What follows belongs to an exercise in optimizing a design on an open flow for small area; a production flow would make more cautious choices.
Only simulation tests tie the RTL to the original design; equivalence was not proved.
The flow treats the clock pin as an ideal source, which a real chip does not have.
Power figures rest on the tool's default switching activity, not on a simulated workload.

### design/flow/config.mk
export PLATFORM = sky130hd
export DESIGN_NAME = camera_init
export DESIGN_NICKNAME = camera_init
export VERILOG_FILES = /design/flow/design.v
export SDC_FILE = /design/flow/constraint.sdc
export NUM_CORES = 4
export LEC_CHECK = 0
export ABC_AREA = 1
export CAP_MARGIN = 20
export CELL_PAD_IN_SITES_DETAIL_PLACEMENT = 1
export CORE_MARGIN = 2
export CORE_UTILIZATION = 30
export CTS_BUF_LIST = sky130_fd_sc_hd__clkbuf_4 sky130_fd_sc_hd__clkbuf_8
export SLEW_MARGIN = 20
### design/flow/constraint.sdc
create_clock -name core_clock -period 10.0 [get_ports {clk}]
set_input_delay 2.0000 -clock core_clock [delete_from_list [all_inputs] [get_ports {clk}]]
set_output_delay 2.0000 -clock core_clock [all_outputs]
set_load 0.01 [all_outputs]
### design/flow/design.v
module i2c_module(
	input clk,
	input reset_n,
	output sda_oe,
	input  sda_in,
	output sda,
	output scl,
	input  data_bit,         
	output [3:0] bit_sel,    
	input  last,             
	output inc,              
	output ready
);
localparam [6:0] POL = 7'b0101010;
localparam [6:0] LFSR_T = 7'b1111111;    
localparam [6:0] LFSR_R = 7'b1111110;    
localparam [6:0] LFSR_1 = 7'b1111100;    
reg [6:0] m;
reg [1:0] q;
reg [1:0] byte_r;
reg [3:0] slot;
wire [6:0] lfsr = m ^ POL;
wire fb = lfsr[6] ^ lfsr[5] ^ (lfsr[5:0] == 6'd0);
wire q_end = (lfsr == LFSR_T);
wire ev     = q_end & q[1] & q[0];                
wire ev_ack = q_end & q[1] & ~q[0];               
wire ev_rdy = (lfsr == LFSR_1) & q[1] & ~q[0];    
wire special  = byte_r[1] & byte_r[0];
wire lastbyte = byte_r[1] & ~byte_r[0];
wire s9   = slot[3] & slot[0];                    
wire s8   = slot[3] & ~slot[0];                   
wire ack  = ~slot[2];                             
wire is_k = s8 & ~special;
wire is_g = s9 & ~special;
wire is_i = special & ~slot[3];
wire done = special & slot[3] & slot[1];
assign inc = ev & s9 & lastbyte & ack;
assign bit_sel = {byte_r[1], slot[2:0]};
assign ready = done;
always @(posedge clk) begin
	if (!reset_n) begin
		m <= LFSR_R ^ POL;
		q <= 2'd0;
	end else begin
		m <= {lfsr[5:0], fb} ^ POL;
		if (q_end)
			q <= q + 2'd1;
	end
end
always @(posedge clk) begin
	if (!reset_n) begin
		byte_r <= 2'd3;
		slot <= 4'd8;
	end else if (is_i && ev_rdy && last) begin
		slot <= 4'd10;
	end else if (is_k && ev_ack) begin
		slot[2] <= sda_in;
	end else if (ev && !done) begin
		if (is_g && (!ack || lastbyte)) begin
			byte_r <= 2'd3;
			slot <= 4'd7;
		end else if (s9) begin
			byte_r <= byte_r + 2'd1;
			slot <= 4'd0;
		end else
			slot <= {slot[3] | (&slot[2:0]), slot[2] ^ (&slot[1:0]), slot[1] ^ slot[0], ~slot[0]};
	end
end
wire cd = q[1] ^ q[0];
wire q3 = q[1] & q[0];
wire addr_bit = ~(slot[2] ^ slot[1]) & (slot[1] ^ slot[0]);    
assign sda_oe = ~is_k;
assign sda = s9 ? 1'b0 :
             special ? 1'b1 :
             (byte_r == 2'd0) ? addr_bit : data_bit;
assign scl = s9 ? (special ? ~q3 : ((q3 & (~ack | lastbyte)) | (cd & ack & lastbyte))) :
             special ? 1'b1 : cd;
endmodule
module camera_init (
	input clk,
	input reset_n,
	output ready,
	output wire sda_oe,
	output wire sda,
	input wire sda_in,
	output scl
);
reg [6:0] counter;    
wire [3:0] bit_sel;
wire inc;
wire [15:0] entry =
	counter == 7'd0 ? 16'h1280 :
	counter == 7'd1 ? 16'hfff0 :
	counter == 7'd2 ? 16'h1204 :
	counter == 7'd3 ? 16'h1180 :
	counter == 7'd4 ? 16'h0c00 :
	counter == 7'd5 ? 16'h3e00 :
	counter == 7'd6 ? 16'h0400 :
	counter == 7'd7 ? 16'h40d0 :
	counter == 7'd8 ? 16'h3a04 :
	counter == 7'd9 ? 16'h1418 :
	counter == 7'd10 ? 16'h4fb3 :
	counter == 7'd11 ? 16'h50b3 :
	counter == 7'd12 ? 16'h5100 :
	counter == 7'd13 ? 16'h523d :
	counter == 7'd14 ? 16'h53a7 :
	counter == 7'd15 ? 16'h54e4 :
	counter == 7'd16 ? 16'h589e :
	counter == 7'd17 ? 16'h3dc0 :
	counter == 7'd18 ? 16'h1714 :
	counter == 7'd19 ? 16'h1802 :
	counter == 7'd20 ? 16'h3280 :
	counter == 7'd21 ? 16'h1903 :
	counter == 7'd22 ? 16'h1a7b :
	counter == 7'd23 ? 16'h030a :
	counter == 7'd24 ? 16'h0f41 :
	counter == 7'd25 ? 16'h1e00 :
	counter == 7'd26 ? 16'h330b :
	counter == 7'd27 ? 16'h3c78 :
	counter == 7'd28 ? 16'h6900 :
	counter == 7'd29 ? 16'h7400 :
	counter == 7'd30 ? 16'hb084 :
	counter == 7'd31 ? 16'hb10c :
	counter == 7'd32 ? 16'hb20e :
	counter == 7'd33 ? 16'hb380 :
	counter == 7'd34 ? 16'h703a :
	counter == 7'd35 ? 16'h7135 :
	counter == 7'd36 ? 16'h7211 :
	counter == 7'd37 ? 16'h73f0 :
	counter == 7'd38 ? 16'ha202 :
	counter == 7'd39 ? 16'h7a20 :
	counter == 7'd40 ? 16'h7b10 :
	counter == 7'd41 ? 16'h7c1e :
	counter == 7'd42 ? 16'h7d35 :
	counter == 7'd43 ? 16'h7e5a :
	counter == 7'd44 ? 16'h7f69 :
	counter == 7'd45 ? 16'h8076 :
	counter == 7'd46 ? 16'h8180 :
	counter == 7'd47 ? 16'h8288 :
	counter == 7'd48 ? 16'h838f :
	counter == 7'd49 ? 16'h8496 :
	counter == 7'd50 ? 16'h85a3 :
	counter == 7'd51 ? 16'h86af :
	counter == 7'd52 ? 16'h87c4 :
	counter == 7'd53 ? 16'h88d7 :
	counter == 7'd54 ? 16'h89e8 :
	counter == 7'd55 ? 16'h0000 :
	counter == 7'd56 ? 16'h1000 :
	counter == 7'd57 ? 16'h0d40 :
	counter == 7'd58 ? 16'h1418 :
	counter == 7'd59 ? 16'ha505 :
	counter == 7'd60 ? 16'hab07 :
	counter == 7'd61 ? 16'h2495 :
	counter == 7'd62 ? 16'h2533 :
	counter == 7'd63 ? 16'h26e3 :
	counter == 7'd64 ? 16'h9f78 :
	counter == 7'd65 ? 16'ha068 :
	counter == 7'd66 ? 16'ha103 :
	counter == 7'd67 ? 16'ha6d8 :
	counter == 7'd68 ? 16'ha7d8 :
	counter == 7'd69 ? 16'ha8f0 :
	counter == 7'd70 ? 16'ha990 :
	counter == 7'd71 ? 16'haa94 :
	counter == 7'd72 ? 16'h13e5 :
	16'h0000;
wire data_bit = entry[~bit_sel];
wire last = counter[6] & counter[3] & counter[0];
i2c_module i2c_write_module(.clk(clk), .reset_n(reset_n), .sda_oe(sda_oe),
	.sda_in(sda_in), .sda(sda), .scl(scl), .data_bit(data_bit),
	.bit_sel(bit_sel), .last(last), .inc(inc), .ready(ready));
always @(posedge clk) begin
	if (!reset_n)
		counter <= 7'd0;
	else if (inc)
		counter <= counter + 7'd1;
end
endmodule
### design/flow/flow/run.sh
#!/bin/bash
# Layout flow: the standard synthesis, then the combinational logic of
# its netlist is re-mapped by ABC with area-oriented scripts (the
# flip-flops are kept: same instances, names and cell types), then the standard flow's
# standard layout from floorplan to finish. The re-mapping is tried with
# several random seeds and mappers, four at a time, and the smallest result
# is used. Each tool writes its own log into the work folder.
set -euo pipefail
W=$PWD
R=$W/orfs/results/$FLOW_PLATFORM/camera_init/base
YOSYS=${YOSYS_EXE:-$FLOW_HOME/../tools/install/yosys/bin/yosys}
LIB=$FLOW_HOME/platforms/$FLOW_PLATFORM/lib/sky130_fd_sc_hd__tt_025C_1v80.lib
JOBS=${NUM_CORES:-4}

bash standard.sh synth > $W/log_1_standard_synth.log 2>&1
cp $R/1_2_yosys.v $W/standard_1_2_yosys.v

resynth() {  # resynth NAME : ABC script in $W/resynth_NAME.abc
  RS_LIB=$LIB RS_IN=$W/standard_1_2_yosys.v RS_OUT=$W/resynth_$1.v \
  RS_SCRIPT=$W/resynth_$1.abc RS_TOP=$FLOW_TOP \
  RS_STAT0=$W/resynth_stat_in.txt RS_STAT=$W/resynth_stat_$1.txt \
  RS_CONSTR=$W/flow/abc.constr \
    $YOSYS -c $W/flow/resynth.tcl > $W/log_2_resynth_yosys_$1.log 2>&1 || true
}

NAMES=""
for s in 1 2 3 4 5 6 7 8 9 10 11 12; do
  printf 'strash\n&get -n\n&deepsyn -T 75 -S %s\n&put\ndch -f\namap -F 3 -A 10\n' $s > $W/resynth_a$s.abc
  printf 'strash\n&get -n\n&deepsyn -T 75 -S %s\n&dch -f\n&nf -a -p -R 1000\n&put\n' $((s + 50)) > $W/resynth_n$s.abc
  NAMES="$NAMES a$s n$s"
done
n=0
for name in $NAMES; do
  resynth $name &
  n=$((n + 1))
  if (( n % JOBS == 0 )); then wait; fi
done
wait

best=""; best_area=""
for name in $NAMES; do
  a=$(awk '/Chip area/ {print $NF}' $W/resynth_stat_$name.txt 2>/dev/null || true)
  echo "$name ${a:-failed}" >> $W/resynth_choice.txt
  if [[ -n "$a" ]] && { [[ -z "$best" ]] || awk -v a="$a" -v b="$best_area" 'BEGIN {exit !(a < b)}'; }; then
    best=$name; best_area=$a
  fi
done
echo "chosen: $best, area $best_area" >> $W/resynth_choice.txt
cp $W/resynth_$best.v $R/1_2_yosys.v

bash standard.sh BUFFER_PORTS_ARGS="-buffer_cell sky130_fd_sc_hd__buf_1" finish > $W/log_3_standard_finish.log 2>&1
### design/flow/flow/abc.constr
set_driving_cell sky130_fd_sc_hd__buf_1
set_load 5
### design/flow/flow/resynth.tcl
# Re-map the combinational logic of the standard synthesis netlist with an
# area-oriented ABC script. Sequential cells (and tie cells) stay black
# boxes, so every flip-flop keeps its instance, name and cell type.
yosys -import
set lib $::env(RS_LIB)
read_liberty -ignore_miss_func $lib
foreach m {dfxtp_1 dfxtp_2 dfxtp_4 edfxtp_1 dfrtp_1 dfrtp_2 dfrtp_4 dfstp_1 dfstp_2 dfstp_4 dfxbp_1 dfxbp_2 dfrbp_1 dfrbp_2 dfbbn_1 dfbbp_1 dfsbp_1 dfsbp_2 edfxbp_1 conb_1} {
  catch { blackbox sky130_fd_sc_hd__$m }
}
read_verilog $::env(RS_IN)
hierarchy -top $::env(RS_TOP)
flatten
opt_clean -purge
tee -o $::env(RS_STAT0) stat -liberty $lib
set dont_use {}
foreach c {lpflow_bleeder_1 lpflow_clkbufkapwr_1 lpflow_clkbufkapwr_16 lpflow_clkbufkapwr_2 lpflow_clkbufkapwr_4 lpflow_clkbufkapwr_8 lpflow_clkinvkapwr_1 lpflow_clkinvkapwr_16 lpflow_clkinvkapwr_2 lpflow_clkinvkapwr_4 lpflow_clkinvkapwr_8 lpflow_decapkapwr_12 lpflow_decapkapwr_3 lpflow_decapkapwr_4 lpflow_decapkapwr_6 lpflow_decapkapwr_8 lpflow_inputiso0n_1 lpflow_inputiso0p_1 lpflow_inputiso1n_1 lpflow_inputiso1p_1 lpflow_inputisolatch_1 lpflow_isobufsrc_1 lpflow_isobufsrc_16 lpflow_isobufsrc_2 lpflow_isobufsrc_4 lpflow_isobufsrc_8 lpflow_isobufsrckapwr_16 lpflow_lsbuf_lh_hl_isowell_tap_1 lpflow_lsbuf_lh_hl_isowell_tap_2 lpflow_lsbuf_lh_hl_isowell_tap_4 lpflow_lsbuf_lh_isowell_4 lpflow_lsbuf_lh_isowell_tap_1 lpflow_lsbuf_lh_isowell_tap_2 lpflow_lsbuf_lh_isowell_tap_4 probe_p_8 probec_p_8} {
  lappend dont_use -dont_use sky130_fd_sc_hd__$c
}
abc -liberty $lib -script $::env(RS_SCRIPT) -constr $::env(RS_CONSTR) -D 10000 {*}$dont_use
opt_clean -purge
hilomap -singleton -hicell sky130_fd_sc_hd__conb_1 HI -locell sky130_fd_sc_hd__conb_1 LO
opt_clean -purge
# names left by flattening the library cells contain '.': make them private
yosys rename -hide w:*.*
read_liberty -lib -ignore_redef -ignore_miss_func $lib
tee -o $::env(RS_STAT) stat -liberty $lib
check -assert -mapped
write_verilog -noattr -nohex -nodec $::env(RS_OUT)
### design/flow/standard.sh
#!/bin/bash
# synth_recipe.tcl (not shown) runs the flow's synth.tcl, then flattens the netlist and writes it again
# the make line also repeats each setting of config.mk as NAME=value (left out here)
make -C /OpenROAD-flow-scripts/flow DESIGN_CONFIG=/design/flow/config.mk WORK_HOME=/design/flow/orfs CLKGATE_MAP_FILE= SYNTH_SCRIPT=/design/flow/synth_recipe.tcl "${@:-finish}"
==> results.sh, run 1 <==
export IMPL_overflow=0
export IMPL_tightest_slew_ps=932.5
export IMPL_antenna_cells=0
export IMPL_setup_violations=0
export IMPL_grt_pass1_wl_mm=14.39
export IMPL_die_area_um2=7224
export IMPL_hpwl_mm=6.768
export IMPL_syn_to_final_growth_pct=9.663
export IMPL_whs_path_depth=1
export IMPL_leakage_nw=0.6669
export IMPL_clk_pin_slew_ps=80
export IMPL_worstRegToRegCells=9
export IMPL_cts_root_buffer="clkbuf_8"
export IMPL_die_y_um=85.00
export IMPL_min_period_ps=6522
export IMPL_endpoint_kind="primary output"
export IMPL_coreArea_um2=6350
export IMPL_first_pass_iters=5
export IMPL_via_count=2712
export IMPL_drt_vias_per_instance=6.457
export IMPL_fmax_ghz=0.1533
export IMPL_cts_tree="yes"
export IMPL_nNetsFinal=347
export IMPL_nFillCells=855
export IMPL_drtAntennaViolNets=0
export IMPL_die_width_um=85.00
export IMPL_drive_above_1_share_pct=1.166
export IMPL_outcome="timing/DRC/antenna clean"
export IMPL_grtUsageTotal_pct=24.79
export IMPL_finalCritPeriodShare_pct=65.22
export IMPL_rows=29
export IMPL_grt_pass1_vias=2746
export IMPL_cts_buffers=3
export IMPL_finalHoldViolations=0
export IMPL_synth_nets=336
export IMPL_maxSlewHeadroom_pct=37.36
export IMPL_yosysWarnings=2
export IMPL_drt_total_wl_mm=8.575
export IMPL_fin_util_pct=33.99
export IMPL_globalplace_congestion=1.079
export IMPL_rsz0062_at_grt="no"
export IMPL_cap_violations=0
export IMPL_drv_slew=0
export IMPL_fin_tns_setup_ps=0
export IMPL_required_ps=8000
export IMPL_setup_worst_path_class="reg2out"
export IMPL_start_util_pct=31.00
export IMPL_cp_start_kind="flop"
export IMPL_max_clock_path_buffers=2
export IMPL_syn_cell_area_um2=1968
export IMPL_cts_hold_buf=0
export IMPL_syn_instance_count=333
export IMPL_hold_class="reg2reg"
export IMPL_grt_max_degree=19
export IMPL_arrival_ps=4520
export IMPL_post_cts_buffers=0
export IMPL_wl_per_cell_um=20.42
export IMPL_cts_repair_resized=0
export IMPL_drtIter0Drc=261
export IMPL_io_pins=7
export IMPL_ir_drop_v=0.00008856
export IMPL_p_per_area_nw_per_um2=82.18
export IMPL_io_buffers=6
export IMPL_finClkSkew_ps=2.892
export IMPL_clock_latency_ps=260
export IMPL_synth_avg_cell_area_um2=5.910
export IMPL_htree_num_levels=1
export IMPL_antenna_found_initial=0
export IMPL_route_detailed_drc=0
export IMPL_clock_sinks=22
export IMPL_path_max_fanout=16
## where the power goes
group            total, W  leakage (nW)  switching [W]  internal (W)
sequential      0.0000893         0.178    0.000000819     0.0000885
clock           0.0000833        0.0357      0.0000299     0.0000535
combinational  0.00000474         0.453     0.00000327    0.00000147
## metal layers
| metal | up-vias | wire length (um) | global-route usage (%) |
|---|---|---|---|
| met5 | - | 0 | 0 |
| met4 | 0 | 549 | 14.86 |
| met3 | 38 | 501 | 2.529 |
| met2 | 152 | 4036 | 41.34 |
| met1 | 1297 | 3487 | 30.72 |
| li1 | 1225 | - | - |
## layout make-up
cell class	instances	area [um2]	area share (%)
Clock buffer	3	41.29	1.913
Clock inverter	1	30.03	1.391
Sequential cell	22	440.4	20.41
Timing Repair Buffer	6	22.52	1.043
Multi-Input combinational cell	263	1348	62.43
Inverter	48	180.2	8.348
Tap cell	77	96.34	4.464
## state kept, by name (all words and copies together), names as in the netlist
| register | flops |
|---|---|
| counter | 7 |
| i2c_write_module.m | 7 |
| i2c_write_module.slot | 4 |
| i2c_write_module.byte_r | 2 |
| i2c_write_module.q | 2 |
## worst max-delay path, stage by stage, from the launching register on
cell	delay [ps]
dfxtp_1	740
clkinv_1	380
nor2_1	520
clkinv_1	290
o311ai_0	670
o21ai_0	310
nor4b_1	220
o32a_1	310
o311a_1	310
o41ai_1	320
nor2_1	70
buf_1	130
## through the flow
stage | cells | power [W] | setup WS (ps) | hold WS [ps] | instance area, um2
3_5_place_dp | 416 | 0.00009605 | 3874 | 393.5 | 2087
6_report | 420 | 0.0001774 | 3478 | 408.4 | 2158
3_3_place_gp | 416 | 0.00009582 | 3758 | 381.6 | 2087
2_1_floorplan | 333 | 0.00009398 | 5156 | 369.0 | 1968
5_1_grt | 420 | 0.0001829 | 3156 | 428.7 | 2158
4_1_cts | 420 | 0.0001777 | 3567 | 414.5 | 2158
## path summary, 6_finish.rpt
check             slack, ps                startpoint                    end
setup / recovery       3480                counter[0]                    sda
hold reg to reg         410     i2c_write_module.m[3]  i2c_write_module.m[4]
hold / removal          410     i2c_write_module.m[3]  i2c_write_module.m[4]
setup reg to reg       6620  i2c_write_module.slot[0]             counter[6]
## layout by cell type, fill, tap and decap left out, types with 3 or more instances in the layout
master and n:
a211oi_1 6, a21oi_1 18, a31oi_1 12, buf_1 6, clkbuf_8 3, clkinv_1 48, dfxtp_1 22, nand2_1 22
nand3_1 10, nand4_1 4, nor2_1 94, nor3_1 28, nor4_1 6, o211ai_1 8, o21ai_0 23, o22ai_1 3
o32a_1 3
==> run 2: changes to the inputs <==
--- a/design/flow/flow/run.sh
+++ b/design/flow/flow/run.sh
@@ -26,6 +26,5 @@
 NAMES=""
-for s in 1 2 3 4 5 6 7 8 9 10 11 12; do
+for s in 1 2 3 4 5 6 7 8; do
   printf 'strash\n&get -n\n&deepsyn -T 75 -S %s\n&put\ndch -f\namap -F 3 -A 10\n' $s > $W/resynth_a$s.abc
-  printf 'strash\n&get -n\n&deepsyn -T 75 -S %s\n&dch -f\n&nf -a -p -R 1000\n&put\n' $((s + 50)) > $W/resynth_n$s.abc
-  NAMES="$NAMES a$s n$s"
+  NAMES="$NAMES a$s"
 done
==> run 2 against run 1 <==
Against the previous run:
- still clean on timing, DRC and antenna
- first-iteration DRC count increased by 80%
- combinational power grew to 5.8 times the previous value
- power up 4.0%
- clock power is 23% lower
- routed wire length is 2.9% higher
- critical path depth up 11
- via count grew 1.7%
- sequential power up 4.5%
- synthesized cell count decreased by 1.8%
- sequential share of layout area about the same
- die area grew 0.73%
- largest cell class unchanged
- largest power group unchanged
==> results.sh, run 2 <==
export IMPL_whs_path_depth=1
export IMPL_grt_pass1_vias=2714
export IMPL_min_period_ps=6939
export IMPL_cp_common_cell="nor2_1"
export IMPL_cp_slowest_stage_delay_ps=640
export IMPL_clock_sinks=22
export IMPL_layout_common_cells="nor2_1, clkinv_1, o21ai_0"
export IMPL_die_area_um2=7277
export IMPL_final_common_cell="nor2_1"
export IMPL_cap_violations=0
export IMPL_syn_cell_area_um2=1983
export IMPL_finalCritPeriodShare_pct=69.39
export IMPL_drv_slew=0
export IMPL_cp_start_kind="flop"
export IMPL_via_count=2757
export IMPL_antenna_cells=0
export IMPL_grt_pass1_wl_mm=14.31
export IMPL_synth_nets=330
export IMPL_post_cts_buffers=0
export IMPL_drt_total_wl_mm=8.825
export IMPL_outcome="timing/DRC/antenna clean"
export IMPL_start_util_pct=31.05
export IMPL_slowest_stage="nor2_1"
export IMPL_p_per_area_nw_per_um2=85.54
export IMPL_synth_avg_cell_area_um2=6.065
export IMPL_nNetsFinal=341
export IMPL_ir_drop_v=0.0001210
export IMPL_drt_vias_per_instance=6.659
export IMPL_worstRegToRegCells=14
export IMPL_rows=29
export IMPL_rsz0062_at_grt="no"
export IMPL_min_from="i2c_write_module.m[1]"
export IMPL_grt_max_degree=19
export IMPL_setup_worst_path_class="reg2out"
export IMPL_regArea_um2=440.4
export IMPL_coreArea_um2=6386
export IMPL_hold_class="reg2reg"
export IMPL_clk_pin_slew_ps=80
export IMPL_drtIter0Drc=469
export IMPL_largestRegisters="counter x7, i2c_write_module.m x7, i2c_write_module.slot x4"
export IMPL_dp_cells=410
export IMPL_io_buffers=6
export IMPL_grtUsageTotal_pct=24.67
export IMPL_route_detailed_drc=0
export IMPL_leakage_nw=0.6646
export IMPL_cts_buffers=3
export IMPL_tightest_slew_ps=724.4
export IMPL_cts_hold_buf=0
export IMPL_syn_instance_count=327
export IMPL_cts_tree="yes"
export IMPL_endpoint_kind="primary output"
export IMPL_htree_num_levels=1
export IMPL_die_y_um=85.31
export IMPL_wl_per_cell_um=21.32
export IMPL_first_pass_iters=5
export IMPL_path_cells="clkinv_1 -> nor2_1 -> clkinv_1 -> o21ai_0 -> clkinv_1 -> a22oi_1 -> nand2_1 -> o2111ai_1 -> nand3_1 -> nand2_1 -> nor4_1 -> a31oi_1 -> nor2_1 -> a31oi_1 -> nor2_1 -> a211oi_1 -> nor3_1 -> o21ai_0 -> o31a_1 -> nor2_1 -> nor2_1 -> buf_1"
export IMPL_fmax_ghz=0.1441
export IMPL_arrival_ps=4940
export IMPL_worstHoldEndpoint="i2c_write_module.m[2]"
export IMPL_maxSlewHeadroom_pct=51.64
export IMPL_yosysWarnings=2
export IMPL_crit_family="compound AO/OA/AOI/OAI gates"
export IMPL_fin_tns_setup_ps=0
export IMPL_fin_util_pct=33.78
export IMPL_r2r_start="i2c_write_module.m[2]"
export IMPL_drive_above_1_share_pct=1.187
export IMPL_antenna_found_initial=0
export IMPL_r2r_slack_ps=6630
export IMPL_setup_violations=0
export IMPL_required_ps=8000
export IMPL_path_max_fanout=11
export IMPL_finClkSkew_ps=4.643
export IMPL_cts_repair_resized=0
export IMPL_max_clock_path_buffers=2
export IMPL_drtAntennaViolNets=0
export IMPL_cts_root_buffer="clkbuf_8"
export IMPL_hpwl_mm=6.827
export IMPL_globalplace_congestion=1.097
export IMPL_io_pins=7
export IMPL_multi_input_area_um2=1389
export IMPL_final_cells=414
export IMPL_r2r_end="counter[6]"
export IMPL_finalHoldViolations=0
export IMPL_die_width_um=85.31
export IMPL_overflow=0
export IMPL_finalPower_w=0.0001845
export IMPL_path_buf_inv=4
export IMPL_clock_latency_ps=260
export IMPL_syn_to_final_growth_pct=8.770
export IMPL_nFillCells=853
==> run 2: final cells by class <==
class,count,area share [%]
Timing Repair Buffer,6,1.044
Sequential cell,22,20.42
Tap cell,77,4.466
Inverter,41,7.135
Clock buffer,4,2.552
Multi-Input combinational cell,264,64.39
==> run 2: layer usage <==
layer / share of wire (%) / vias up / global-route usage (%)
met3: 8.7 / 55 / 3.210
met2: 44 / 203 / 39.28
met5: 0 / - / 0
met1: 40 / 1277 / 31.32
li1: - / 1222 / -
met4: 6.9 / 0 / 15.58
==> run 2: metrics by stage <==
stage	instance area, um2	hold slack (ps)	setup slack, ps
after floorplan	1983	369.0	4796
after global placement	2102	375.3	3514
after detailed placement	2102	384.6	3634
after CTS	2157	406.8	3347
after global routing	2157	413.3	2783
final	2157	401.3	3061
==> run 2: where the power goes <==
| group | switching (W) | internal (W) |
|---|---|---|
| clock network | 0.0000288 | 0.0000351 |
| logic | 0.0000184 | 0.00000893 |
| registers | 0.00000412 | 0.0000892 |
| total | 0.0000512 | 0.000133 |
==> run 2: worst max-delay path by stage <==
stage | slack (ps) | to | startpoint | cells past startpoint
after detailed placement | 3630 | sda | counter[5] | 22
after CTS | 3350 | sda | counter[5] | 22
after global routing | 2780 | sda | counter[4] | 23
after global placement | 3510 | sda | counter[4] | 23
after floorplan | 4800 | sda | counter[4] | 22
final | 3060 | sda | counter[5] | 22
==> run 2: worst reg2reg max path, delay by kind of cell (launching register included) <==
kind                   cells  cell delay (ps)
buffers and inverters      2              410
DFF                        1              370
and+or+nand+nor           10             2110
AOI/OAI and AO/OA          2              370
==> run 3: changes to the inputs <==
--- a/design/flow/flow/run.sh
+++ b/design/flow/flow/run.sh
@@ -4,5 +4,6 @@
 # flip-flops are kept: same instances, names and cell types), then the standard flow's
-# standard layout from floorplan to finish. The re-mapping is tried with
-# several random seeds and mappers, four at a time, and the smallest result
-# is used. Each tool writes its own log into the work folder.
+# standard layout from floorplan to finish (port buffers of the smallest
+# buffer cell; clock tree of clkbuf_8 without dummy loads). The re-mapping (flow/resynth.tcl) is run
+# with several random seeds, four at a time, and the smallest result is
+# used. Each tool writes its own log into the work folder.
 set -euo pipefail
@@ -17,7 +18,6 @@
 
-resynth() {  # resynth NAME : ABC script in $W/resynth_NAME.abc
+resynth() {  # resynth SEED
   RS_LIB=$LIB RS_IN=$W/standard_1_2_yosys.v RS_OUT=$W/resynth_$1.v \
-  RS_SCRIPT=$W/resynth_$1.abc RS_TOP=$FLOW_TOP \
+  RS_SEED=$1 RS_TIME=75 RS_TMP=$W/resynth_tmp_$1 RS_TOP=$FLOW_TOP \
   RS_STAT0=$W/resynth_stat_in.txt RS_STAT=$W/resynth_stat_$1.txt \
-  RS_CONSTR=$W/flow/abc.constr \
     $YOSYS -c $W/flow/resynth.tcl > $W/log_2_resynth_yosys_$1.log 2>&1 || true
@@ -25,7 +25,3 @@
 
-NAMES=""
-for s in 1 2 3 4 5 6 7 8; do
-  printf 'strash\n&get -n\n&deepsyn -T 75 -S %s\n&put\ndch -f\namap -F 3 -A 10\n' $s > $W/resynth_a$s.abc
-  NAMES="$NAMES a$s"
-done
+NAMES="1 2 3 4 5 6 7 8 9 10 11 12"
 n=0
@@ -49,2 +45,3 @@
 
-bash standard.sh BUFFER_PORTS_ARGS="-buffer_cell sky130_fd_sc_hd__buf_1" finish > $W/log_3_standard_finish.log 2>&1
+CTS="-sink_clustering_enable -repair_clock_nets -buf_list sky130_fd_sc_hd__clkbuf_8 -dont_use_dummy_load"
+bash standard.sh BUFFER_PORTS_ARGS="-buffer_cell sky130_fd_sc_hd__buf_1" CTS_ARGS="$CTS" finish > $W/log_3_standard_finish.log 2>&1
--- a/design/flow/flow/resynth.tcl
+++ b/design/flow/flow/resynth.tcl
@@ -1,6 +1,11 @@
-# Re-map the combinational logic of the standard synthesis netlist with an
-# area-oriented ABC script. Sequential cells (and tie cells) stay black
-# boxes, so every flip-flop keeps its instance, name and cell type.
+# Re-map the combinational logic of the standard synthesis netlist for
+# area. Sequential cells (and tie cells) stay black boxes, so every
+# flip-flop keeps its instance, name and cell type.
+# Step 1: ABC's deepsyn restructures the logic (seed RS_SEED), kept as
+# simple gates. Step 2: several mapping scripts to the cell library are
+# tried on that logic and the smallest result is kept.
 yosys -import
 set lib $::env(RS_LIB)
+set seed $::env(RS_SEED)
+set tmp $::env(RS_TMP)
 read_liberty -ignore_miss_func $lib
@@ -18,4 +23,53 @@
 }
-abc -liberty $lib -script $::env(RS_SCRIPT) -constr $::env(RS_CONSTR) -D 10000 {*}$dont_use
+
+proc write_script {name text} {
+  set f [open $name w]
+  puts $f $text
+  close $f
+}
+
+# step 1
+write_script $tmp.ds.abc "strash\n&get -n\n&deepsyn -T $::env(RS_TIME) -S $seed\n&put\nmap"
+abc -script $tmp.ds.abc -g AND
 opt_clean -purge
+design -save ds
+
+# step 2
+set maps {
+  "strash\ndch -f\namap -F 3 -A 10"
+  "strash\ndch -f\namap -F 5 -A 20"
+  "strash\ndch\namap -F 3 -A 10"
+  "strash\n&get -n\n&dc2\n&put\ndch -f\namap -F 3 -A 10"
+  "strash\n&get -n\n&dc2 -l\n&put\ndch -f\namap -F 3 -A 10"
+  "strash\n&get -n\n&b\n&put\ndch -f\namap -F 3 -A 10"
+  "strash\n&get -n\n&dch -f\n&put\ndch -f\namap -F 3 -A 10"
+  "strash\ndc2\ndch -f\namap -F 3 -A 10"
+  "strash\n&get -n\n&dch -f\n&nf -a -p -R 1000\n&put"
+  "strash\n&get -n\n&dc2\n&dch -f\n&nf -a -p -R 1000\n&put"
+}
+set best ""
+set best_area 0
+set i 0
+foreach m $maps {
+  incr i
+  design -load ds
+  write_script $tmp.map$i.abc [subst -nocommands -novariables $m]
+  abc -liberty $lib -script $tmp.map$i.abc {*}$dont_use
+  opt_clean -purge
+  tee -q -o $tmp.stat$i stat -liberty $lib
+  set f [open $tmp.stat$i r]
+  set txt [read $f]
+  close $f
+  if {[regexp {Chip area for module[^:]*: ([0-9.]+)} $txt -> a]} {
+    puts "RESYNTH map $i area $a"
+    if {$best eq "" || $a < $best_area} {
+      set best $i
+      set best_area $a
+      design -save best
+    }
+  }
+}
+puts "RESYNTH chosen map $best area $best_area"
+design -load best
+
 hilomap -singleton -hicell sky130_fd_sc_hd__conb_1 HI -locell sky130_fd_sc_hd__conb_1 LO
removed: design/flow/flow/abc.constr
==> run 3 against run 2 <==
Against the previous run:
- still clean
- fmax rose by 8.6%
- synthesized area fell by 1.1%
- critical path depth fell by 8
- largest power group unchanged
==> results.sh, run 3 <==
export IMPL_outcome="timing/DRC/antenna clean"
export IMPL_cts_root_buffer="clkbuf_8"
export IMPL_die_area_um2=7202
export IMPL_hpwl_mm=7.221
export IMPL_grt_max_degree=17
export IMPL_antenna_found_initial=0
export IMPL_r2r_end="counter[5]"
export IMPL_fin_util_pct=33.42
export IMPL_cts_hold_buf=0
export IMPL_met1_length_mm=3.697
export IMPL_max_clock_path_buffers=2
export IMPL_io_pins=7
export IMPL_synth_avg_cell_area_um2=6.131
export IMPL_required_ps=8000
export IMPL_post_cts_buffers=0
export IMPL_min_period_ps=6388
export IMPL_placed_cell_area_um2=2081
export IMPL_htree_num_levels=1
export IMPL_final_setup_worst_slack_ps=3612
export IMPL_setup_violations=0
export IMPL_cp_slowest_stage_delay_ps=790
export IMPL_rsz0062_at_grt="no"
export IMPL_synth_nets=323
export IMPL_place_ws_ps=4154
export IMPL_final_common_cell="nor2_1"
export IMPL_antenna_cells=0
export IMPL_maxSlewHeadroom_pct=32.45
export IMPL_route_detailed_drc=0
export IMPL_grt_pass1_wl_mm=14.92
export IMPL_largestRegisters="counter x7, i2c_write_module.m x7, i2c_write_module.slot x4"
export IMPL_crit_path_end="sda"
export IMPL_cts_repair_resized=0
export IMPL_clk_pin_slew_ps=80
export IMPL_yosysWarnings=2
export IMPL_path_buf_inv=3
export IMPL_setup_worst_path_class="reg2out"
export IMPL_start_util_pct=30.90
export IMPL_die_width_um=84.87
export IMPL_dr_wl_met2_mm=4.220
export IMPL_finalCritPeriodShare_pct=63.88
export IMPL_fmax_ghz=0.1565
export IMPL_syn_instance_count=320
export IMPL_leakage_nw=0.6428
export IMPL_endpoint_kind="primary output"
export IMPL_grtUsageTotal_pct=26.40
export IMPL_drtIter0Drc=354
export IMPL_holdWs_ps=408.7
export IMPL_io_buffers=6
export IMPL_coreArea_um2=6350
export IMPL_layout_common_cells="nor2_1, clkinv_1, nand2_1"
export IMPL_finalHoldViolations=0
export IMPL_via_count=2708
export IMPL_slowest_stage="nor4_1"
export IMPL_rows=29
export IMPL_dr_max_layer_used="met4"
export IMPL_drt_vias_per_instance=6.670
export IMPL_startpoint="counter[2]"
export IMPL_final_cell_area_um2=2122
export IMPL_nNetsFinal=334
export IMPL_path_cells="clkinv_1 -> nor2_1 -> clkinv_1 -> nor4_1 -> nor2_1 -> o311a_1 -> a21oi_1 -> nor3_1 -> o21ai_0 -> nand3_1 -> o311ai_0 -> nand2_1 -> nor2b_1 -> buf_1"
export IMPL_route_met3_wl_um=831
export IMPL_tightest_slew_ps=1001
export IMPL_clock_latency_ps=270
export IMPL_path_max_fanout=14
export IMPL_syn_cell_area_um2=1962
export IMPL_globalplace_congestion=1.083
export IMPL_overflow=0
export IMPL_grt_pass1_vias=2751
export IMPL_clock_sinks=22
export IMPL_first_pass_iters=7
export IMPL_finClkSkew_ps=7.986
export IMPL_crit_cells=14
export IMPL_hold_class="reg2reg"
export IMPL_r2r_slack_ps=6800
export IMPL_drive_above_1_share_pct=0.9119
export IMPL_cts_tree="yes"
export IMPL_fin_tns_setup_ps=0
export IMPL_drv_slew=0
export IMPL_worstRegToRegCells=14
export IMPL_cap_violations=0
export IMPL_syn_to_final_growth_pct=8.163
export IMPL_die_y_um=84.87
export IMPL_drtAntennaViolNets=0
export IMPL_nFillCells=840
export IMPL_wl_per_cell_um=23.02
export IMPL_ir_drop_v=0.00009118
export IMPL_arrival_ps=4390
export IMPL_cp_start_kind="flop"
export IMPL_crit_family="simple AND/OR/NAND/NOR gates"
export IMPL_r2r_start="i2c_write_module.m[3]"
export IMPL_drt_total_wl_mm=9.347
export IMPL_p_per_area_nw_per_um2=69.56
export IMPL_cts_buffers=3
==> run 3: worst register-to-register path: cells and delay by family, from the launching register on <==
family        cells  cell delay (ps)
buf+inv           2              250
flops             1              330
simple gates     12             2540
==> run 3: worst min path at each step <==
stage | start | endpoint | slack [ps] | cells past startpoint
after floorplan | i2c_write_module.m[5] | i2c_write_module.m[6] | 370 | 1
after global placement | i2c_write_module.m[5] | i2c_write_module.m[6] | 380 | 1
after detailed placement | i2c_write_module.m[3] | i2c_write_module.m[4] | 390 | 1
after CTS | i2c_write_module.m[3] | i2c_write_module.m[4] | 410 | 1
after global routing | i2c_write_module.m[3] | i2c_write_module.m[4] | 420 | 1
final | i2c_write_module.m[3] | i2c_write_module.m[4] | 410 | 1
==> run 3: final cells by class <==
type	count	area (um2)	area share, %
clock buffers	3	41.29	1.946
multi-input cells	255	1360	64.09
well taps	77	96.34	4.540
inverters	43	161.4	7.606
flip-flops and latches	22	440.4	20.75
repair buffers	6	22.52	1.061
==> run 3: stage by stage <==
stage,total power [W],cells
2_1_floorplan,0.00009296,320
3_3_place_gp,0.00009447,403
3_5_place_dp,0.00009460,403
4_1_cts,0.0001496,406
5_1_grt,0.0001550,406
6_report,0.0001476,406
==> run 3: layer usage <==
layer	vias to the layer above	GRT usage, %
li1	1201	-
met1	1254	33.37
met2	190	41.23
met3	63	5.156
met4	0	16.59
met5	-	0
==> run 3: power breakdown <==
group | switching [W] | internal, W
combinational | 0.00000242 | 0.000000902
clock | 0.0000281 | 0.0000270
sequential | 0.000000723 | 0.0000885
==> run 4: changes to the inputs <==
--- a/design/flow/flow/run.sh
+++ b/design/flow/flow/run.sh
@@ -5,3 +5,4 @@
 # standard layout from floorplan to finish (port buffers of the smallest
-# buffer cell; clock tree of clkbuf_8 without dummy loads). The re-mapping (flow/resynth.tcl) is run
+# buffer cell; clock tree of clkbuf_8 without dummy loads, then its root
+# buffer made a clkbuf_2 by flow/root_buf.tcl). The re-mapping (flow/resynth.tcl) is run
 # with several random seeds, four at a time, and the smallest result is
@@ -20,3 +21,3 @@
   RS_LIB=$LIB RS_IN=$W/standard_1_2_yosys.v RS_OUT=$W/resynth_$1.v \
-  RS_SEED=$1 RS_TIME=75 RS_TMP=$W/resynth_tmp_$1 RS_TOP=$FLOW_TOP \
+  RS_SEED=$1 RS_TIME=240 RS_TMP=$W/resynth_tmp_$1 RS_TOP=$FLOW_TOP \
   RS_STAT0=$W/resynth_stat_in.txt RS_STAT=$W/resynth_stat_$1.txt \
@@ -25,3 +26,3 @@
 
-NAMES="1 2 3 4 5 6 7 8 9 10 11 12"
+NAMES="1 2 3 4 5 6 7 8"
 n=0
@@ -46,2 +47,4 @@
 CTS="-sink_clustering_enable -repair_clock_nets -buf_list sky130_fd_sc_hd__clkbuf_8 -dont_use_dummy_load"
-bash standard.sh BUFFER_PORTS_ARGS="-buffer_cell sky130_fd_sc_hd__buf_1" CTS_ARGS="$CTS" finish > $W/log_3_standard_finish.log 2>&1
+bash standard.sh BUFFER_PORTS_ARGS="-buffer_cell sky130_fd_sc_hd__buf_1" CTS_ARGS="$CTS" cts > $W/log_3_standard_cts.log 2>&1
+RB_DB=$R/4_cts.odb openroad -no_init -exit $W/flow/root_buf.tcl > $W/log_4_root_buf_openroad.log 2>&1
+bash standard.sh BUFFER_PORTS_ARGS="-buffer_cell sky130_fd_sc_hd__buf_1" CTS_ARGS="$CTS" finish > $W/log_5_standard_finish.log 2>&1
==> design/flow/flow/root_buf.tcl (new file) <==
# After clock tree synthesis: the root buffer of the clock tree only drives
# the inputs of the leaf buffers, so give it the small clkbuf_2 cell (the
# leaf buffers, which drive the flip-flops, keep clkbuf_8). The smaller
# cell fits in the place of the larger one, so placement stays legal.
read_db $::env(RB_DB)
set block [ord::get_db_block]
set inst [$block findInst clkbuf_0_clk]
if { $inst != "NULL" } {
  set old [[$inst getMaster] getName]
  $inst swapMaster [[ord::get_db] findMaster sky130_fd_sc_hd__clkbuf_2]
  puts "root clock buffer [$inst getName]: $old -> [[$inst getMaster] getName]"
} else {
  puts "no root clock buffer clkbuf_0_clk found; nothing changed"
}
write_db $::env(RB_DB)
--- a/design/flow/config.mk
+++ b/design/flow/config.mk
@@ -12,3 +12,3 @@
 export CORE_UTILIZATION = 30
-export CTS_BUF_LIST = sky130_fd_sc_hd__clkbuf_4 sky130_fd_sc_hd__clkbuf_8
+export GPL_TIMING_DRIVEN = 0
 export SLEW_MARGIN = 20
==> run 4 against run 3 <==
Against the previous run:
- final area is 1.2% lower
- largest cell class unchanged
- first-iteration DRC count is 9.9% lower
- still clean
- highest routed layer unchanged
- routed wire length is 12% lower
- global-route usage is 2.9 points lower
- non-clock buffer count stayed put
- largest power group unchanged
==> results.sh, run 4 <==
export IMPL_finalPower_w=0.0001452
export IMPL_setup_worst_path_class="reg2out"
export IMPL_post_cts_buffers=0
export IMPL_first_pass_iters=5
export IMPL_r2r_end="counter[5]"
export IMPL_p_per_area_nw_per_um2=69.26
export IMPL_route_detailed_drc=0
export IMPL_syn_cell_area_um2=1946
export IMPL_drv_slew=0
export IMPL_min_from="i2c_write_module.m[5]"
export IMPL_yosysWarnings=2
export IMPL_finalCritPeriodShare_pct=64.38
export IMPL_leakage_nw=0.6234
export IMPL_cts_tree="yes"
export IMPL_grtUsageTotal_pct=23.53
export IMPL_antenna_cells=0
export IMPL_cts_hold_buf=0
export IMPL_required_ps=8000
export IMPL_rows=29
export IMPL_drtIter0Drc=319
export IMPL_path_max_fanout=8
export IMPL_rsz0062_at_grt="no"
export IMPL_htree_num_levels=1
export IMPL_finalHoldViolations=0
export IMPL_antenna_found_initial=0
export IMPL_cts_root_buffer="clkbuf_8"
export IMPL_largestRegisters="counter x7, i2c_write_module.m x7, i2c_write_module.slot x4"
export IMPL_drive_above_1_share_pct=0.9119
export IMPL_synth_avg_cell_area_um2=6.080
export IMPL_clock_sinks=22
export IMPL_hpwl_mm=6.397
export IMPL_nNetsFinal=334
export IMPL_overflow=0
export IMPL_ir_drop_v=0.00009645
export IMPL_worstHoldEndpoint="i2c_write_module.m[6]"
export IMPL_placed_cell_area_um2=2064
export IMPL_clk_pin_slew_ps=80
export IMPL_outcome="timing/DRC/antenna clean"
export IMPL_tightest_slew_ps=912.6
export IMPL_start_util_pct=30.82
export IMPL_syn_instance_count=320
export IMPL_cts_repair_resized=0
export IMPL_drt_total_wl_mm=8.212
export IMPL_die_width_um=84.53
export IMPL_r2r_slack_ps=7030
export IMPL_coreArea_um2=6314
export IMPL_nFillCells=859
export IMPL_r2r_start="i2c_write_module.slot[0]"
export IMPL_endpoint_kind="primary output"
export IMPL_cp_start_kind="flop"
export IMPL_die_y_um=84.53
export IMPL_finClkSkew_ps=12.72
export IMPL_max_clock_path_buffers=2
export IMPL_drtAntennaViolNets=0
export IMPL_fmax_ghz=0.1553
export IMPL_min_period_ps=6438
export IMPL_cts_buffers=3
export IMPL_final_cell_area_um2=2097
export IMPL_grt_pass1_vias=2536
export IMPL_wl_per_cell_um=20.23
export IMPL_setup_violations=0
export IMPL_maxSlewHeadroom_pct=38.60
export IMPL_whs_path_depth=1
export IMPL_layout_common_cells="nor2_1, clkinv_1, nand2_1"
export IMPL_drt_vias_per_instance=6.330
export IMPL_via_count=2570
export IMPL_synth_nets=323
export IMPL_final_common_cell="nor2_1"
export IMPL_die_area_um2=7145
export IMPL_hold_class="reg2reg"
export IMPL_fin_tns_setup_ps=0
export IMPL_globalplace_congestion=0.9675
export IMPL_cap_violations=0
export IMPL_syn_to_final_growth_pct=7.781
export IMPL_worstRegToRegCells=12
export IMPL_regArea_um2=440.4
export IMPL_dp_cells=403
export IMPL_final_cells=406
export IMPL_io_pins=7
export IMPL_multi_input_area_um2=1333
export IMPL_grt_max_degree=22
export IMPL_io_buffers=6
export IMPL_grt_pass1_wl_mm=13.48
export IMPL_clock_latency_ps=290
export IMPL_arrival_ps=4440
==> run 4: worst max-delay path by stage <==
stage               start  endpoint  slack, ps  cells past startpoint
2_1_floorplan  counter[6]       sda       5170                     14
3_3_place_gp   counter[6]       sda       3990                     15
3_5_place_dp   counter[6]       sda       4040                     15
4_1_cts        counter[6]       sda       3730                     15
5_1_grt        counter[6]       sda       3310                     15
6_report       counter[6]       sda       3560                     15
==> run 4: metrics by stage <==
| step | util, % | hold WS (ps) | worst slack [ps] |
|---|---|---|---|
| 2_1_floorplan | - | 367.5 | 5175 |
| 3_3_place_gp | 32.70 | 383.0 | 3994 |
| 3_5_place_dp | 32.70 | 388.9 | 4039 |
| 4_1_cts | 33.35 | 406.4 | 3729 |
| 5_1_grt | 33.21 | 413.6 | 3312 |
| 6_report | 33.21 | 400.3 | 3562 |
==> run 4: per-layer routing <==
metal  wire length [um]  GRT usage [%]  vias to the layer above
met5                  0              0                        -
met4                384          10.97                        0
met3                501          2.360                       28
met2               3763          37.58                      123
met1               3562          31.86                     1224
li1                   -              -                     1195
==> run 4: report_power, final <==
group | total (W) | switching, W | internal [W]
Clock | 0.0000486 | 0.0000278 | 0.0000207
Combinational | 0.00000674 | 0.00000477 | 0.00000198
Sequential | 0.0000899 | 0.00000112 | 0.0000888
Total | 0.000145 | 0.0000337 | 0.000112
==> run 4: cell type report <==
| type | instances | area share [%] |
|---|---|---|
| multi-input combinational | 252 | 63.54 |
| clock buffer | 3 | 1.551 |
| inverter | 46 | 8.234 |
| tap | 77 | 4.594 |
| timing repair buffer | 6 | 1.074 |
| sequential | 22 | 21.00 |
==> run 4: critical path, cell delays in order, from the launching register on <==
cell      delay (ps)
dfxtp_1          520
clkinv_1         300
nor4_1           850
clkinv_1         300
nor2_1           240
clkinv_1         180
o22ai_1          360
a21oi_1          120
o41ai_1          130
a311oi_1          90
a22oi_1          250
o221a_1          220
o32ai_1           70
a21boi_0         130
nor3b_1          210
buf_1            170
==> run 5: changes to the inputs <==
--- a/design/flow/flow/run.sh
+++ b/design/flow/flow/run.sh
@@ -21,3 +21,3 @@
   RS_LIB=$LIB RS_IN=$W/standard_1_2_yosys.v RS_OUT=$W/resynth_$1.v \
-  RS_SEED=$1 RS_TIME=240 RS_TMP=$W/resynth_tmp_$1 RS_TOP=$FLOW_TOP \
+  RS_SEED=$1 RS_TIME=75 RS_TMP=$W/resynth_tmp_$1 RS_TOP=$FLOW_TOP \
   RS_STAT0=$W/resynth_stat_in.txt RS_STAT=$W/resynth_stat_$1.txt \
@@ -26,3 +26,3 @@
 
-NAMES="1 2 3 4 5 6 7 8"
+NAMES="1 2 3 4 5 6 7 8 9 10 11 12"
 n=0
==> run 5 against run 4 <==
Against the previous run:
- combinational power shrank 5.2%
- largest power group unchanged
- flip-flop and latch count unchanged
- register-to-register slack lost 540 ps
- utilization increased by 0.086 points
- highest routed layer unchanged
- worst setup slack got worse by 770 ps
- final area increased by 0.84%
- sequential share of layout area is 0.17 points lower
- global-route usage is essentially flat
- critical path type unchanged
- fmax down 11%
- via count is 4.7% higher
==> results.sh, run 5 <==
export IMPL_outcome="timing/DRC/antenna clean"
export IMPL_drt_total_wl_mm=8.459
export IMPL_setup_worst_path_class="reg2out"
export IMPL_leakage_nw=0.6360
export IMPL_syn_cell_area_um2=1963
export IMPL_cap_violations=0
export IMPL_path_max_fanout=13
export IMPL_die_width_um=84.90
export IMPL_grt_pass1_vias=2755
export IMPL_overflow=0
export IMPL_largestRegisters="counter x7, i2c_write_module.m x7, i2c_write_module.slot x4"
export IMPL_globalplace_congestion=1.122
export IMPL_antenna_found_initial=0
export IMPL_layout_common_cells="nor2_1, clkinv_1, nand2_1"
export IMPL_tightest_slew_ps=744.0
export IMPL_grtUsageTotal_pct=23.51
export IMPL_hold_class="reg2reg"
export IMPL_via_count=2692
export IMPL_ir_drop_v=0.00008305
export IMPL_required_ps=8000
export IMPL_min_period_ps=7208
export IMPL_cts_hold_buf=0
export IMPL_coreArea_um2=6350
export IMPL_clock_sinks=22
export IMPL_route_detailed_drc=0
export IMPL_yosysWarnings=2
export IMPL_die_area_um2=7207
export IMPL_final_setup_worst_slack_ps=2792
export IMPL_finalHoldViolations=0
export IMPL_hpwl_mm=6.457
export IMPL_arrival_ps=5210
export IMPL_cts_repair_resized=0
export IMPL_first_pass_iters=5
export IMPL_wl_per_cell_um=21.04
export IMPL_drt_vias_per_instance=6.697
export IMPL_htree_num_levels=1
export IMPL_final_common_cell="nor2_1"
export IMPL_drtAntennaViolNets=0
export IMPL_fmax_ghz=0.1387
export IMPL_cts_buffers=3
export IMPL_place_ws_ps=3476
export IMPL_finalCritPeriodShare_pct=72.08
export IMPL_antenna_cells=0
export IMPL_drv_slew=0
export IMPL_cp_start_kind="flop"
export IMPL_maxSlewHeadroom_pct=50.33
export IMPL_syn_instance_count=316
export IMPL_syn_to_final_growth_pct=7.712
export IMPL_synth_nets=319
export IMPL_drtIter0Drc=370
export IMPL_die_y_um=84.90
export IMPL_rsz0062_at_grt="no"
export IMPL_rows=29
export IMPL_cts_root_buffer="clkbuf_8"
export IMPL_endpoint_kind="primary output"
export IMPL_io_pins=7
export IMPL_grt_pass1_wl_mm=13.70
export IMPL_cts_tree="yes"
export IMPL_clk_pin_slew_ps=80
export IMPL_finClkSkew_ps=13.15
export IMPL_post_cts_buffers=0
export IMPL_grt_max_degree=21
export IMPL_max_clock_path_buffers=2
export IMPL_p_per_area_nw_per_um2=67.26
export IMPL_drive_above_1_share_pct=0.9231
export IMPL_io_buffers=6
export IMPL_start_util_pct=30.92
export IMPL_setup_violations=0
export IMPL_nNetsFinal=330
export IMPL_clock_latency_ps=270
export IMPL_synth_avg_cell_area_um2=6.212
export IMPL_fin_tns_setup_ps=0
## run 5: cell types whose count changed in the layout (fill, tap and decap cells not counted), sizes merged, moves of 3 or more
cell / delta
o21ai: +3
nor3: -4
nor2: -6
nand4: -3
or3: +3
a21oi: -4
o21a: +3
o311ai: +3
## run 5: layer usage
layer	global-route usage [%]	vias up	wire length, um
met4	13.28	0	482
met1	31.37	1261	3471
li1	-	1207	-
met2	37.08	168	3755
met5	0	-	0
met3	2.432	56	750
## run 5: final timing paths
kind,start,to,slack (ps),cells past startpoint
worst max register to register,i2c_write_module.slot[0],counter[5],6490,12
worst min-delay path,i2c_write_module.m[5],i2c_write_module.m[6],410,1
worst max-delay path,counter[5],sda,2790,14
worst min register to register,i2c_write_module.m[5],i2c_write_module.m[6],410,1
## run 5: worst max-delay path: stages (launching register included)
cell and delay [ps]:
dfxtp_1 670, clkinv_1 540, nor2_1 330, clkinv_1 300, nor2_1 410, nor2_1 110, nor3_1 550, clkinv_1 270
nor3_1 450, a211oi_1 190, a21oi_1 250, o32ai_1 130, o311ai_0 370, o311a_1 220, buf_1 150
## run 5: cell type report
| cell class | count | area, um2 |
|---|---|---|
| clock buffer | 3 | 32.53 |
| fill | 844 | 4235 |
| inverter | 46 | 172.7 |
| multi-input combinational | 248 | 1350 |
| sequential | 22 | 440.4 |
| tap | 77 | 96.34 |
| timing repair buffer | 6 | 22.52 |
## run 5: per-stage QoR
step | power (W) | instances | hold slack (ps) | instance area (um2) | util, %
2_1_floorplan | 0.00009572 | 316 | 367.5 | 1963 | -
3_3_place_gp | 0.00009778 | 399 | 384.1 | 2082 | 32.79
3_5_place_dp | 0.00009813 | 399 | 393.2 | 2082 | 32.79
4_1_cts | 0.0001499 | 402 | 412.8 | 2123 | 33.44
5_1_grt | 0.0001474 | 402 | 441.7 | 2115 | 33.30
6_report | 0.0001422 | 402 | 411.9 | 2115 | 33.30
## run 5: power breakdown
part           switching (W)  leakage, nW  internal (W)    total, W
Sequential       0.000000945        0.178     0.0000888   0.0000897
Clock              0.0000253       0.0185     0.0000208   0.0000461
Combinational     0.00000446        0.439    0.00000193  0.00000639
==> run 6: changes to the inputs <==
--- a/design/flow/flow/run.sh
+++ b/design/flow/flow/run.sh
@@ -26,3 +26,3 @@
 
-NAMES="1 2 3 4 5 6 7 8 9 10 11 12"
+NAMES="1 2 3 4 5 6 7 8 9 10 11 12 13 14 15 16 17 18 19 20"
 n=0
==> run 6 against run 5 <==
Against the previous run:
- flip-flop and latch count did not move
- sequential power fell by 0.6%
- critical path depth rose by 5
- register-to-register slack improved by 380 ps
- critical endpoint unchanged
- largest cell class unchanged
- highest routed layer unchanged
==> results.sh, run 6 <==
export IMPL_start_util_pct=30.76
export IMPL_syn_instance_count=322
export IMPL_drtAntennaViolNets=0
export IMPL_startpoint="counter[4]"
export IMPL_globalplace_congestion=1.050
export IMPL_drive_above_1_share_pct=0.9063
export IMPL_p_per_area_nw_per_um2=67.62
export IMPL_syn_to_final_growth_pct=7.797
export IMPL_clk_pin_slew_ps=70
export IMPL_yosysWarnings=2
export IMPL_fmax_ghz=0.1464
export IMPL_hold_class="reg2reg"
export IMPL_route_detailed_drc=0
export IMPL_drt_total_wl_mm=8.266
export IMPL_antenna_found_initial=0
export IMPL_cts_buffers=3
export IMPL_wl_per_cell_um=20.26
export IMPL_synth_nets=325
export IMPL_overflow=0
export IMPL_ir_drop_v=0.00006976
export IMPL_r2r_start="i2c_write_module.slot[0]"
export IMPL_cts_repair_resized=0
export IMPL_max_clock_path_buffers=2
export IMPL_grt_pass1_vias=2677
export IMPL_tightest_slew_ps=1036
export IMPL_largestRegisters="counter x7, i2c_write_module.m x7, i2c_write_module.slot x4"
export IMPL_outcome="timing/DRC/antenna clean"
export IMPL_nNetsFinal=336
export IMPL_cap_violations=0
export IMPL_syn_cell_area_um2=1942
export IMPL_cts_hold_buf=0
export IMPL_arrival_ps=4830
export IMPL_drt_vias_per_instance=6.377
export IMPL_clock_sinks=22
export IMPL_finalCritPeriodShare_pct=68.32
export IMPL_required_ps=8000
export IMPL_cts_tree="yes"
export IMPL_finalHoldViolations=0
export IMPL_via_count=2602
export IMPL_drv_slew=0
export IMPL_cts_root_buffer="clkbuf_8"
export IMPL_antenna_cells=0
export IMPL_drtIter0Drc=352
export IMPL_die_width_um=84.46
export IMPL_path_max_fanout=9
export IMPL_min_from="i2c_write_module.m[1]"
export IMPL_hpwl_mm=6.442
export IMPL_grtUsageTotal_pct=24.03
export IMPL_grt_max_degree=17
export IMPL_grt_pass1_wl_mm=13.77
export IMPL_io_pins=7
export IMPL_io_buffers=6
export IMPL_rows=29
export IMPL_finClkSkew_ps=6.609
export IMPL_coreArea_um2=6314
export IMPL_setup_worst_path_class="reg2out"
export IMPL_die_y_um=84.46
export IMPL_min_period_ps=6832
export IMPL_rsz0062_at_grt="no"
export IMPL_final_common_cell="nor2_1"
export IMPL_setup_violations=0
export IMPL_layout_common_cells="nor2_1, clkinv_1, o21ai_0"
export IMPL_synth_avg_cell_area_um2=6.031
export IMPL_fin_tns_setup_ps=0
export IMPL_maxSlewHeadroom_pct=30.39
export IMPL_leakage_nw=0.6835
export IMPL_clock_latency_ps=300
export IMPL_first_pass_iters=5
export IMPL_die_area_um2=7133
export IMPL_endpoint_kind="primary output"
export IMPL_post_cts_buffers=0
export IMPL_nFillCells=888
export IMPL_cp_start_kind="flop"
export IMPL_fin_util_pct=33.16
export IMPL_htree_num_levels=1
run 6: through the flow:
step	hold WS (ps)	instance area [um2]	cells	power, W	setup slack [ps]
CTS	394.0	2102	408	0.0001489	3385
global placement	367.7	2061	405	0.00009460	3719
finish	391.5	2093	408	0.0001416	3168
detailed placement	374.0	2061	405	0.00009477	3722
floorplan	362.0	1942	322	0.00009315	4997
global route	412.0	2093	408	0.0001454	2769
run 6: area by class of cell:
| class | instances | area [um2] | area share (%) |
|---|---|---|---|
| Multi-Input combinational cell | 259 | 1348 | 64.38 |
| Tap cell | 77 | 96.34 | 4.603 |
| Timing Repair Buffer | 6 | 22.52 | 1.076 |
| Clock buffer | 3 | 32.53 | 1.554 |
| Inverter | 41 | 153.9 | 7.352 |
| Sequential cell | 22 | 440.4 | 21.04 |
run 6: critical path, cell delays in order (launching register included):
cell      delay [ps]
dfxtp_1          490
clkinv_1         320
nor2_1           400
clkinv_1         390
nor2_1           610
a21oi_1          140
o32ai_1          190
a21oi_1          160
nor3_1           390
nor2_1           120
o21ai_0          320
nor3_1           100
a31oi_1          190
nor3_1            60
a21oi_1          140
nor2_1            60
o22ai_1          140
nor2_1            60
nor2_1           100
buf_1            160
run 6: per-layer routing:
layer | wire, um | share of wire, % | track usage (%) | up-vias
met5 | 0 | 0 | 0 | -
li1 | - | - | - | 1204
met3 | 577 | 7.0 | 3.048 | 50
met2 | 3670 | 44 | 38.74 | 143
met4 | 473 | 5.7 | 13.85 | 0
met1 | 3544 | 43 | 30.83 | 1205
run 6: path summary, 6_finish.rpt:
check                                to  slack, ps  cells after the start
hold / removal    i2c_write_module.m[2]        390                      1
setup / recovery                    sda       3170                     19
setup reg to reg             counter[6]       6870                     11
hold reg to reg   i2c_write_module.m[2]        390                      1
run 6: power by group:
part / switching (W) / leakage (nW) / internal [W]
Sequential: 0.000000683 / 0.178 / 0.0000885
Combinational: 0.00000242 / 0.487 / 0.00000110
Clock: 0.0000282 / 0.0185 / 0.0000207
Total: 0.0000313 / 0.683 / 0.000110
==> run 7: changes to the inputs <==
--- a/design/flow/flow/run.sh
+++ b/design/flow/flow/run.sh
@@ -7,3 +7,3 @@
 # buffer made a clkbuf_2 by flow/root_buf.tcl). The re-mapping (flow/resynth.tcl) is run
-# with several random seeds, four at a time, and the smallest result is
+# with several random seeds, eight at a time, and the smallest result is
 # used. Each tool writes its own log into the work folder.
@@ -14,3 +14,3 @@
 LIB=$FLOW_HOME/platforms/$FLOW_PLATFORM/lib/sky130_fd_sc_hd__tt_025C_1v80.lib
-JOBS=${NUM_CORES:-4}
+JOBS=8
 
@@ -21,3 +21,3 @@
   RS_LIB=$LIB RS_IN=$W/standard_1_2_yosys.v RS_OUT=$W/resynth_$1.v \
-  RS_SEED=$1 RS_TIME=75 RS_TMP=$W/resynth_tmp_$1 RS_TOP=$FLOW_TOP \
+  RS_SEED=$1 RS_TIME=120 RS_TMP=$W/resynth_tmp_$1 RS_TOP=$FLOW_TOP \
   RS_STAT0=$W/resynth_stat_in.txt RS_STAT=$W/resynth_stat_$1.txt \
@@ -26,3 +26,3 @@
 
-NAMES="1 2 3 4 5 6 7 8 9 10 11 12 13 14 15 16 17 18 19 20"
+NAMES="1 2 3 4 5 6 7 8 9 10 11 12 13 14 15 16 17 18 19 20 21 22 23 24"
 n=0
==> run 7 against run 6 <==
Against the previous run:
- utilization rose by 0.89 points
- combinational power rose by 100%
- fmax rose by 2.6%
- register-to-register slack got worse by 380 ps
- clock power fell by 4%
- worst hold slack improved by 12 ps
- count of clock-buffer cells in the layout did not move
- routed wire length fell by 3.3%
- synthesized cell count fell by 5.3%
- via count fell by 0.85%
- sequential share of layout area rose by 0.56 points
- global-route usage fell by 0.83 points
- highest routed layer unchanged
==> results.sh, run 7 <==
export IMPL_outcome="timing/DRC/antenna clean"
export IMPL_endpoint_kind="primary output"
export IMPL_drive_above_1_share_pct=0.9554
export IMPL_p_per_area_nw_per_um2=70.61
export IMPL_via_count=2580
export IMPL_nFillCells=819
export IMPL_slowest_stage="dfxtp_1"
export IMPL_path_max_fanout=9
export IMPL_cap_violations=0
export IMPL_cts_root_buffer="clkbuf_8"
export IMPL_maxSlewHeadroom_pct=54.26
export IMPL_die_width_um=83.39
export IMPL_fmax_ghz=0.1502
export IMPL_syn_instance_count=305
export IMPL_cts_repair_resized=0
export IMPL_die_y_um=83.39
export IMPL_overflow=0
export IMPL_p_int_w=0.0001116
export IMPL_placed_cell_area_um2=2007
export IMPL_post_cts_buffers=0
export IMPL_hold_class="reg2reg"
export IMPL_pwr_share_seq_pct=62.3
export IMPL_dp_cells=386
export IMPL_synth_nets=308
export IMPL_clk_pin_slew_ps=70
export IMPL_yosysWarnings=2
export IMPL_wl_per_cell_um=20.55
export IMPL_layout_common_cells="nor2_1, clkinv_1, nor3_1"
export IMPL_clock_latency_ps=280
export IMPL_finalHoldViolations=0
export IMPL_route_detailed_drc=0
export IMPL_final_cells=389
export IMPL_swShare_pct=22.53
export IMPL_cp_start_kind="flop"
export IMPL_max_clock_path_buffers=2
export IMPL_path_cells="clkinv_1 -> nor2_1 -> clkinv_1 -> nor2_1 -> clkinv_1 -> nor3_1 -> o21ai_0 -> o21ai_0 -> clkinv_1 -> o21ai_0 -> o22ai_1 -> o2111a_1 -> a32oi_1 -> o22ai_1 -> a21oi_1 -> buf_1"
export IMPL_power_share_clock_pct=32.7
export IMPL_clock_sinks=22
export IMPL_cts_buffers=3
export IMPL_die_area_um2=6953
export IMPL_drt_total_wl_mm=7.995
export IMPL_holdWs_ps=403.8
export IMPL_final_cell_area_um2=2039
export IMPL_syn_to_final_growth_pct=7.876
export IMPL_combPwrFrac_pct=5.0
export IMPL_htree_num_levels=1
export IMPL_cp_common_cell="clkinv_1"
export IMPL_drtIter0Drc=337
export IMPL_hpwl_mm=6.172
export IMPL_power_switching_w=0.00003245
export IMPL_rsz0062_at_grt="no"
export IMPL_io_buffers=6
export IMPL_antenna_cells=0
export IMPL_syn_cell_area_um2=1891
export IMPL_setup_violations=0
export IMPL_globalplace_congestion=1.058
export IMPL_setup_worst_path_class="reg2out"
export IMPL_cts_hold_buf=0
export IMPL_synth_avg_cell_area_um2=6.199
export IMPL_min_period_ps=6659
export IMPL_first_pass_iters=5
export IMPL_arrival_ps=4660
export IMPL_finClkSkew_ps=7.122
export IMPL_leakage_nw=0.5889
export IMPL_cp_slowest_stage_delay_ps=540
export IMPL_drv_slew=0
export IMPL_ir_drop_v=0.00007379
export IMPL_tightest_slew_ps=683.6
export IMPL_fin_util_pct=34.04
export IMPL_r2r_slack_ps=6490
export IMPL_start_util_pct=31.56
export IMPL_antenna_found_initial=0
export IMPL_drt_vias_per_instance=6.632
export IMPL_fin_tns_setup_ps=0
export IMPL_coreArea_um2=5991
export IMPL_nNetsFinal=319
export IMPL_drtAntennaViolNets=0
export IMPL_cts_tree="yes"
export IMPL_largestRegisters="counter x7, i2c_write_module.m x7, i2c_write_module.slot x4"
export IMPL_grt_pass1_vias=2654
export IMPL_grt_pass1_wl_mm=13.31
export IMPL_grtUsageTotal_pct=23.20
export IMPL_finalCritPeriodShare_pct=66.59
export IMPL_final_common_cell="nor2_1"
export IMPL_grt_max_degree=17
export IMPL_io_pins=7
export IMPL_required_ps=8000
export IMPL_rows=28
run 7: power by group through the flow:
stage / logic (W) / registers [W] / clock network, W
final: 0.00000718 / 0.0000897 / 0.0000471
after global routing: 0.00000802 / 0.0000899 / 0.0000524
after CTS: 0.00000730 / 0.0000897 / 0.0000548
after detailed placement: 0.00000716 / 0.0000918 / 0
after global placement: 0.00000702 / 0.0000917 / 0
after floorplan: 0.00000445 / 0.0000915 / 0
run 7: final cells by class:
class                   count  area, um2  share of cell area (%)
multi-input cells         239       1285                   63.01
repair buffers              6      22.52                   1.104
flip-flops and latches     22      440.4                   21.60
well taps                  75      93.84                   4.601
clock buffers               3      32.53                   1.595
inverters                  44      165.2                   8.098
run 7: metrics by stage:
stage | setup WS [ps] | total power (W)
global route | 3001 | 0.0001503
CTS | 3561 | 0.0001518
finish | 3341 | 0.0001440
floorplan | 5174 | 0.00009594
global placement | 3825 | 0.00009872
detailed placement | 3859 | 0.00009893
run 7: routing by layer:
layer  share of wire (%)  track usage (%)  vias to the layer above
met5                   0                0                        -
met4                 5.4            11.77                        0
met3                 9.0            3.181                       47
met2                  45            38.05                      161
met1                  40            29.59                     1216
li1                    -                -                     1156
run 7: final timing paths:
path | from | end | cells past startpoint
worst max register to register | i2c_write_module.slot[0] | counter[6] | 12
worst min-delay path | i2c_write_module.m[5] | i2c_write_module.m[6] | 1
worst max-delay path | counter[4] | sda | 16
worst min register to register | i2c_write_module.m[5] | i2c_write_module.m[6] | 1
run 7: critical path, delay by kind of cell, from the launching register on:
family / cells / cell delay, ps
buffers and inverters: 5 / 1110
AOI/OAI and AO/OA: 8 / 1740
DFF: 1 / 540
and+or+nand+nor: 3 / 980

[port drivers added, routing unchanged]
How much do the figures lean on ideal ports? The routed layouts below were timed once more, with nothing changed but the port constraints.
Step 1, drivers: a clkbuf_16 drives clk and a buf_2 each remaining input, both assumed.
Step 2, shift: input delay + t, output delay - t, t = (earliest + latest rising clock arrival at the registers) / 2. This alone moves slack from input paths to output paths.
Three values: no drivers, after step 1, after step 2; two values: the first two.
run | shift t [ns] | slack for setup (ns) | hold WS [ns] | clock arrival spread, ns | pins driven straight from the clock port
run 1 | 0.283 | 3.478 / 3.455 / 3.739 | 0.408 / 0.408 / 0.408 | 0.003 / 0.003 | 1
run 2 | 0.285 | 3.061 / 3.038 / 3.324 | 0.401 / 0.401 / 0.401 | 0.005 / 0.005 | 1
run 3 | 0.291 | 3.612 / 3.586 / 3.877 | 0.409 / 0.409 / 0.409 | 0.008 / 0.008 | 1
run 4 | 0.310 | 3.562 / 3.540 / 3.850 | 0.400 / 0.400 / 0.400 | 0.013 / 0.012 | 1
run 5 | 0.283 | 2.792 / 2.772 / 3.055 | 0.412 / 0.412 / 0.412 | 0.013 / 0.014 | 1
run 6 | 0.320 | 3.168 / 3.145 / 3.465 | 0.391 / 0.391 / 0.391 | 0.007 / 0.006 | 1
run 7 | 0.300 | 3.341 / 3.321 / 3.622 | 0.404 / 0.404 / 0.404 | 0.007 / 0.007 | 1
After both steps every run listed still meets setup and hold.
